From an optimization exercise on the open Yosys and OpenROAD flow, aimed at small area; shortcuts taken in it are not production practice.
Where RTL was checked, it was by simulation tests only, not by an equivalence proof against the original.

== T ==
## processing_element
module processing_element(activation, weight, out, clk, rst);
parameter NON_ZERO_WEIGHTS = 108,
          SPECIAL_CASE = 0,
          FRACTIONAL_BITS = 8,
          BIT_SIZE = 16;
output reg signed [BIT_SIZE-1:0] out;
input [BIT_SIZE-1:0] activation, weight;
input clk, rst;
reg [23:0] s_n;        
reg [15:0] d1, d2, d3, d4;   
reg [6:0] cnt;       
reg valid;           
wire load = (cnt == 0);
wire [23:0] nxt;
wire one1;
wire two2;
wire neg3;
wire x4;
wire x5;
wire x6;
wire x7;
wire x8;
wire x9;
wire x10;
wire x11;
wire x12;
wire x13;
wire x14;
wire x15;
wire x16;
wire x17;
wire x18;
wire x19;
wire pp20;
wire pp21;
wire pp22;
wire pp23;
wire pp24;
wire pp25;
wire pp26;
wire pp27;
wire pp28;
wire pp29;
wire pp30;
wire pp31;
wire pp32;
wire pp33;
wire pp34;
wire pp35;
wire pp36;
wire one37;
wire two38;
wire neg39;
wire x40;
wire x41;
wire x42;
wire x43;
wire x44;
wire x45;
wire x46;
wire x47;
wire x48;
wire x49;
wire x50;
wire x51;
wire x52;
wire x53;
wire x54;
wire x55;
wire pp56;
wire pp57;
wire pp58;
wire pp59;
wire pp60;
wire pp61;
wire pp62;
wire pp63;
wire pp64;
wire pp65;
wire pp66;
wire pp67;
wire pp68;
wire pp69;
wire pp70;
wire pp71;
wire pp72;
wire one73;
wire two74;
wire neg75;
wire x76;
wire x77;
wire x78;
wire x79;
wire x80;
wire x81;
wire x82;
wire x83;
wire x84;
wire x85;
wire x86;
wire x87;
wire x88;
wire x89;
wire x90;
wire x91;
wire pp92;
wire pp93;
wire pp94;
wire pp95;
wire pp96;
wire pp97;
wire pp98;
wire pp99;
wire pp100;
wire pp101;
wire pp102;
wire pp103;
wire pp104;
wire pp105;
wire pp106;
wire pp107;
wire pp108;
  ...
Size in the first run: about 760 cells after synthesis, ~110 flip-flops, about 0.0085 mm^2 of cells after synthesis.
export LEC_CHECK = 0
export CAP_MARGIN = 20
export CORE_MARGIN = 2
export CORE_UTILIZATION = 40
export CTS_BUF_LIST = sky130_fd_sc_hd__clkbuf_8
export GPL_TIMING_DRIVEN = 0
export SLEW_MARGIN = 20
export SYNTH_HIERARCHICAL = 1
create_clock -name core_clock -period 6.5 [get_ports {clk}]
standard.sh (not shown) runs the stock make flow with config.mk's settings and CLKGATE_MAP_FILE= SYNTH_SCRIPT=/design/flow/synth_recipe.tcl, a recipe that flattens the netlist after the stock synthesis.
==> flow/flow/run.sh <==
#!/bin/bash
# Standard layout, with ports buffered by a small buffer instead of ORFS's default choice.
set -euo pipefail
export BUFFER_PORTS_ARGS="-buffer_cell sky130_fd_sc_hd__buf_1"
bash standard.sh > standard_flow.log 2>&1
For S, these inputs were changed with respect to T:
diff --git a/flow/design.v b/flow/design.v
--- a/flow/design.v
+++ b/flow/design.v
@@ -1,19 +1,19 @@
 module processing_element(activation, weight, out, clk, rst);
 parameter NON_ZERO_WEIGHTS = 108,
           SPECIAL_CASE = 0,
           FRACTIONAL_BITS = 8,
           BIT_SIZE = 16;
 output reg signed [BIT_SIZE-1:0] out;
 input [BIT_SIZE-1:0] activation, weight;
 input clk, rst;
-reg [23:0] s_n;        
-reg [15:0] d1, d2, d3, d4;   
+reg [23:0] s;
+reg [15:0] d1, d2, d3, d4;
 reg [6:0] cnt;       
 reg valid;           
 wire load = (cnt == 0);
 wire [23:0] nxt;
 wire one1;
 wire two2;
 wire neg3;
 wire x4;
 wire x5;
@@ -945,42 +945,42 @@
 pe_a22o u_sel104 (.a(one238), .b(x242), .c(two239), .d(x241), .y(pp252));
 pe_a22o u_sel105 (.a(one238), .b(x243), .c(two239), .d(x242), .y(pp253));
 pe_a22o u_sel106 (.a(one238), .b(x244), .c(two239), .d(x243), .y(pp254));
 pe_a22o u_sel107 (.a(one238), .b(x245), .c(two239), .d(x244), .y(pp255));
 pe_a22o u_sel108 (.a(one238), .b(x246), .c(two239), .d(x245), .y(pp256));
 pe_a22o u_sel109 (.a(one238), .b(x247), .c(two239), .d(x246), .y(pp257));
 pe_a22o u_sel110 (.a(one238), .b(x248), .c(two239), .d(x247), .y(pp258));
 pe_a22o u_sel111 (.a(one238), .b(x249), .c(two239), .d(x248), .y(pp259));
 pe_a22o u_sel112 (.a(one238), .b(x250), .c(two239), .d(x249), .y(pp260));
-assign ac261 = ~(s_n[0] | load);
-assign ac262 = ~(s_n[1] | load);
-assign ac263 = ~(s_n[2] | load);
-assign ac264 = ~(s_n[3] | load);
-assign ac265 = ~(s_n[4] | load);
-assign ac266 = ~(s_n[5] | load);
-assign ac267 = ~(s_n[6] | load);
-assign ac268 = ~(s_n[7] | load);
-assign ac269 = ~(s_n[8] | load);
-assign ac270 = ~(s_n[9] | load);
-assign ac271 = ~(s_n[10] | load);
-assign ac272 = ~(s_n[11] | load);
-assign ac273 = ~(s_n[12] | load);
-assign ac274 = ~(s_n[13] | load);
-assign ac275 = ~(s_n[14] | load);
-assign ac276 = ~(s_n[15] | load);
-assign ac277 = ~(s_n[16] | load);
-assign ac278 = ~(s_n[17] | load);
-assign ac279 = ~(s_n[18] | load);
-assign ac280 = ~(s_n[19] | load);
-assign ac281 = ~(s_n[20] | load);
-assign ac282 = ~(s_n[21] | load);
-assign ac283 = ~(s_n[22] | load);
-assign ac284 = ~(s_n[23] | load);
+assign ac261 = s[0] & ~load;
+assign ac262 = s[1] & ~load;
+assign ac263 = s[2] & ~load;
+assign ac264 = s[3] & ~load;
+assign ac265 = s[4] & ~load;
+assign ac266 = s[5] & ~load;
+assign ac267 = s[6] & ~load;
+assign ac268 = s[7] & ~load;
+assign ac269 = s[8] & ~load;
+assign ac270 = s[9] & ~load;
+assign ac271 = s[10] & ~load;
+assign ac272 = s[11] & ~load;
+assign ac273 = s[12] & ~load;
+assign ac274 = s[13] & ~load;
+assign ac275 = s[14] & ~load;
+assign ac276 = s[15] & ~load;
+assign ac277 = s[16] & ~load;
+assign ac278 = s[17] & ~load;
+assign ac279 = s[18] & ~load;
+assign ac280 = s[19] & ~load;
+assign ac281 = s[20] & ~load;
+assign ac282 = s[21] & ~load;
+assign ac283 = s[22] & ~load;
+assign ac284 = s[23] & ~load;
 pe_ha u_ha113 (.a(ac275), .b(neg240), .s(hs285), .co(hc286));
 pe_ha u_ha114 (.a(ac276), .b(pp35), .s(hs287), .co(hc288));
 pe_fa u_fa115 (.a(1'b1), .b(ac277), .c(pp36), .s(fs289), .co(fc290));
 pe_ha u_ha116 (.a(1'b1), .b(ac278), .s(hs291), .co(hc292));
 pe_ha u_ha117 (.a(ac269), .b(neg147), .s(hs293), .co(hc294));
 pe_ha u_ha118 (.a(ac270), .b(pp29), .s(hs295), .co(hc296));
 pe_fa u_fa119 (.a(ac271), .b(neg182), .c(pp30), .s(fs297), .co(fc298));
 pe_ha u_ha120 (.a(pp64), .b(pp98), .s(hs299), .co(hc300));
 pe_fa u_fa121 (.a(ac272), .b(pp31), .c(pp65), .s(fs301), .co(fc302));
@@ -1270,31 +1270,31 @@
 assign nxt[16] = (p561 ^ G662);
 assign nxt[17] = (p563 ^ G664);
 assign nxt[18] = (p565 ^ G666);
 assign nxt[19] = (p567 ^ G668);
 assign nxt[20] = (p569 ^ G670);
 assign nxt[21] = (p571 ^ G672);
 assign nxt[22] = (p573 ^ G674);
 assign nxt[23] = (p575 ^ G676);
 always @(posedge clk) begin
-  s_n <= ~nxt;
-  d1 <= s_n[FRACTIONAL_BITS+15:FRACTIONAL_BITS];
+  s <= nxt;
+  d1 <= s[FRACTIONAL_BITS+15:FRACTIONAL_BITS];
   d2 <= d1;
   d3 <= d2;
   d4 <= d3;
   if (!rst) begin
     cnt <= 0;
     valid <= 1'b0;
     out <= 0;
   end else begin
     cnt <= (cnt == NON_ZERO_WEIGHTS - 1) ? 7'd0 : cnt + 7'd1;
     valid <= valid | (cnt == 4);
-    out <= valid ? ~d4 : 16'd0;
+    out <= valid ? d4 : 16'd0;
   end
 end
 endmodule
 module pe_fa(a, b, c, s, co);
 input a, b, c;
 output s, co;
 assign s = a ^ b ^ c;
 assign co = (a & b) | (a & c) | (b & c);
 endmodule
==> results.txt <==
Compared S vs T, and biggest fanout along the worst timing path is up in S.
S vs. T: routed via count picked up an extra 87, logic depth of the worst path, buffers included roughly the same, global-route usage over all layers went up, worst setup slack lost 0.074 ns.

========
Setup of v9:
processing_element, a different RTL version from the one above (not shown whole).
Size in the first run: about 760 cells after synthesis, roughly 50 I/O pins.
make LEC_CHECK=0 CAP_MARGIN=20 CORE_MARGIN=2 CORE_UTILIZATION=40 SLEW_MARGIN=20 SYNTH_HIERARCHICAL=1 finish   # period 6.5 ns
run.sh (not shown) runs the stock make flow with config.mk's settings and CLKGATE_MAP_FILE= SYNTH_SCRIPT=/design/flow/synth_recipe.tcl, a recipe that flattens the netlist after the stock synthesis.
Stock flow here: none of the scripts above is used.
The final report for v9 shows a completed flow and a layout that fails verification, specifically negative setup slack.
[inputs] v28 vs v9
diff --git a/flow/design.v b/flow/design.v
--- a/flow/design.v
+++ b/flow/design.v
@@ -673,20 +673,43 @@
 wire fs659;
 wire fc660;
 wire fs661;
 wire fs662;
 wire fs663;
 wire fs664;
 wire fs665;
 wire fs666;
 wire fs667;
 wire fs668;
+wire rc669;
+wire rc670;
+wire rc671;
+wire rc672;
+wire rc673;
+wire rc674;
+wire rc675;
+wire rc676;
+wire rc677;
+wire rc678;
+wire rc679;
+wire rc680;
+wire rc681;
+wire rc682;
+wire rc683;
+wire rc684;
+wire rc685;
+wire rc686;
+wire rc687;
+wire rc688;
+wire rc689;
+wire rc690;
+wire rc691;
 assign pp1 = ~(activation[0] & weight[0]);
 assign pp2 = ~(activation[0] & weight[1]);
 assign pp3 = ~(activation[0] & weight[2]);
 assign pp4 = ~(activation[0] & weight[3]);
 assign pp5 = ~(activation[0] & weight[4]);
 assign pp6 = ~(activation[0] & weight[5]);
 assign pp7 = ~(activation[0] & weight[6]);
 assign pp8 = ~(activation[0] & weight[7]);
 assign pp9 = ~(activation[0] & weight[8]);
 assign pp10 = ~(activation[0] & weight[9]);
@@ -1137,21 +1160,44 @@
 pe_fa u_fa203 (.a(fc636), .b(fs653), .c(fs655), .s(fs657), .co(fc658));
 pe_fa u_fa204 (.a(fc638), .b(fs657), .c(fc640), .s(fs659), .co(fc660));
 assign fs661 = ac252 ^ pp150 ^ pp164;
 assign fs662 = pp177 ^ pp189 ^ pp200;
 assign fs663 = pp210 ^ pp227 ^ pp228;
 assign fs664 = fc644 ^ fc646 ^ fc648;
 assign fs665 = fs661 ^ fs662 ^ fs663;
 assign fs666 = fc650 ^ fc652 ^ fs664;
 assign fs667 = fs665 ^ fc654 ^ fc656;
 assign fs668 = fs666 ^ fc658 ^ fs667;
-assign nxt = {fc660, fc642, fc622, fc600, fc576, fc550, fc522, fc492, fs491, fs461, fs433, fs407, fs383, fs361, fs341, fs323, fs307, fs293, fs281, fs271, fs263, fs257, fs253, pp1} + {fs668, fs659, fs641, fs621, fs599, fs575, fs549, fs521, 1'b1, 1'b1, 1'b1, 1'b1, 1'b1, 1'b1, 1'b1, 1'b1, 1'b1, 1'b1, 1'b1, 1'b1, 1'b1, 1'b1, 1'b1, ac229} + 24'd1;
+pe_fa u_fa205 (.a(pp1), .b(ac229), .c(1'b1), .s(nxt[0]), .co(rc669));
+pe_fa u_fa206 (.a(fs253), .b(1'b1), .c(rc669), .s(nxt[1]), .co(rc670));
+pe_fa u_fa207 (.a(fs257), .b(1'b1), .c(rc670), .s(nxt[2]), .co(rc671));
+pe_fa u_fa208 (.a(fs263), .b(1'b1), .c(rc671), .s(nxt[3]), .co(rc672));
+pe_fa u_fa209 (.a(fs271), .b(1'b1), .c(rc672), .s(nxt[4]), .co(rc673));
+pe_fa u_fa210 (.a(fs281), .b(1'b1), .c(rc673), .s(nxt[5]), .co(rc674));
+pe_fa u_fa211 (.a(fs293), .b(1'b1), .c(rc674), .s(nxt[6]), .co(rc675));
+pe_fa u_fa212 (.a(fs307), .b(1'b1), .c(rc675), .s(nxt[7]), .co(rc676));
+pe_fa u_fa213 (.a(fs323), .b(1'b1), .c(rc676), .s(nxt[8]), .co(rc677));
+pe_fa u_fa214 (.a(fs341), .b(1'b1), .c(rc677), .s(nxt[9]), .co(rc678));
+pe_fa u_fa215 (.a(fs361), .b(1'b1), .c(rc678), .s(nxt[10]), .co(rc679));
+pe_fa u_fa216 (.a(fs383), .b(1'b1), .c(rc679), .s(nxt[11]), .co(rc680));
+pe_fa u_fa217 (.a(fs407), .b(1'b1), .c(rc680), .s(nxt[12]), .co(rc681));
+pe_fa u_fa218 (.a(fs433), .b(1'b1), .c(rc681), .s(nxt[13]), .co(rc682));
+pe_fa u_fa219 (.a(fs461), .b(1'b1), .c(rc682), .s(nxt[14]), .co(rc683));
+pe_fa u_fa220 (.a(fs491), .b(1'b1), .c(rc683), .s(nxt[15]), .co(rc684));
+pe_fa u_fa221 (.a(fc492), .b(fs521), .c(rc684), .s(nxt[16]), .co(rc685));
+pe_fa u_fa222 (.a(fc522), .b(fs549), .c(rc685), .s(nxt[17]), .co(rc686));
+pe_fa u_fa223 (.a(fc550), .b(fs575), .c(rc686), .s(nxt[18]), .co(rc687));
+pe_fa u_fa224 (.a(fc576), .b(fs599), .c(rc687), .s(nxt[19]), .co(rc688));
+pe_fa u_fa225 (.a(fc600), .b(fs621), .c(rc688), .s(nxt[20]), .co(rc689));
+pe_fa u_fa226 (.a(fc622), .b(fs641), .c(rc689), .s(nxt[21]), .co(rc690));
+pe_fa u_fa227 (.a(fc642), .b(fs659), .c(rc690), .s(nxt[22]), .co(rc691));
+assign nxt[23] = fc660 ^ fs668 ^ rc691;
 always @(posedge clk) begin
   s_n <= nxt;
   d1 <= s_n[FRACTIONAL_BITS+15:FRACTIONAL_BITS];
   d2 <= d1;
   d3 <= d2;
   d4 <= d3;
   if (!rst) begin
     cnt <= 0;
     valid <= 1'b0;
     out <= 0;
Findings:
- v28: flow complete, layout not clean; failing: negative setup slack
- Between v9 and v28, post-route minimum period increased.
- Gate count of the mapped netlist in v28 vs v9: down 67
- On count of buffer and inverter cells on the critical path, the higher figure sits with v9, not v28.
- Taking v9 as the reference point, the growth of design area from synthesis to finish of v28 falls by 2.2 points.
- v28 vs v9, worst setup slack went down by 2.43 ns.
- Between v28 and v9, the number of inverters outside the clock class in the layout is lower for v28.
- v28 ended up with a lower final cell utilization of the core than v9 did.
- Status: smallest hold slack parity (v9, v28)
- Compared with v9, in v28 via count of the first global-routing pass now smaller; path depth of the worst reg2reg path now larger; routability congestion estimate from global placement comparable; wire length after detailed routing now smaller.
No run of this note included a check of the RTL's function; only the layout flow was run.

==> static timing again, ports no longer ideal <==
Ports are ideal in the flow. The routed layouts listed here were re-timed in OpenROAD.
Step 1 assumes that a clkbuf_16 drives the clock port and a buf_2 every other input.
Step 2 times the ports against the registers' clock, not the clock port: input delays grow and output delays shrink by t, the midpoint of the rising clock arrivals with the driver on.
Slacks: ideal ports / drivers / drivers and shift; pairs: ideal ports / drivers.
run | t (ns) | slack for setup (ns) | worst setup path after step 2 | clock arrival spread, ns
T | 0.383 | 0.274 / 0.290 / -0.093 | input to register | 0.010 / 0.010
S | 0.406 | 0.200 / 0.210 / -0.196 | input to register | 0.016 / 0.016
v9 | 0.369 | -1.669 / -1.653 / -2.022 | input to register | 0.012 / 0.012
v28 | 0.373 | -4.096 / -4.093 / -4.466 | input to register | 0.010 / 0.010
With both steps, setup timing fails in T and S, where it was met with ideal ports. The setup slack of S, which loses most, moves by +0.010 ns with the drivers and by -0.396 ns with both steps.
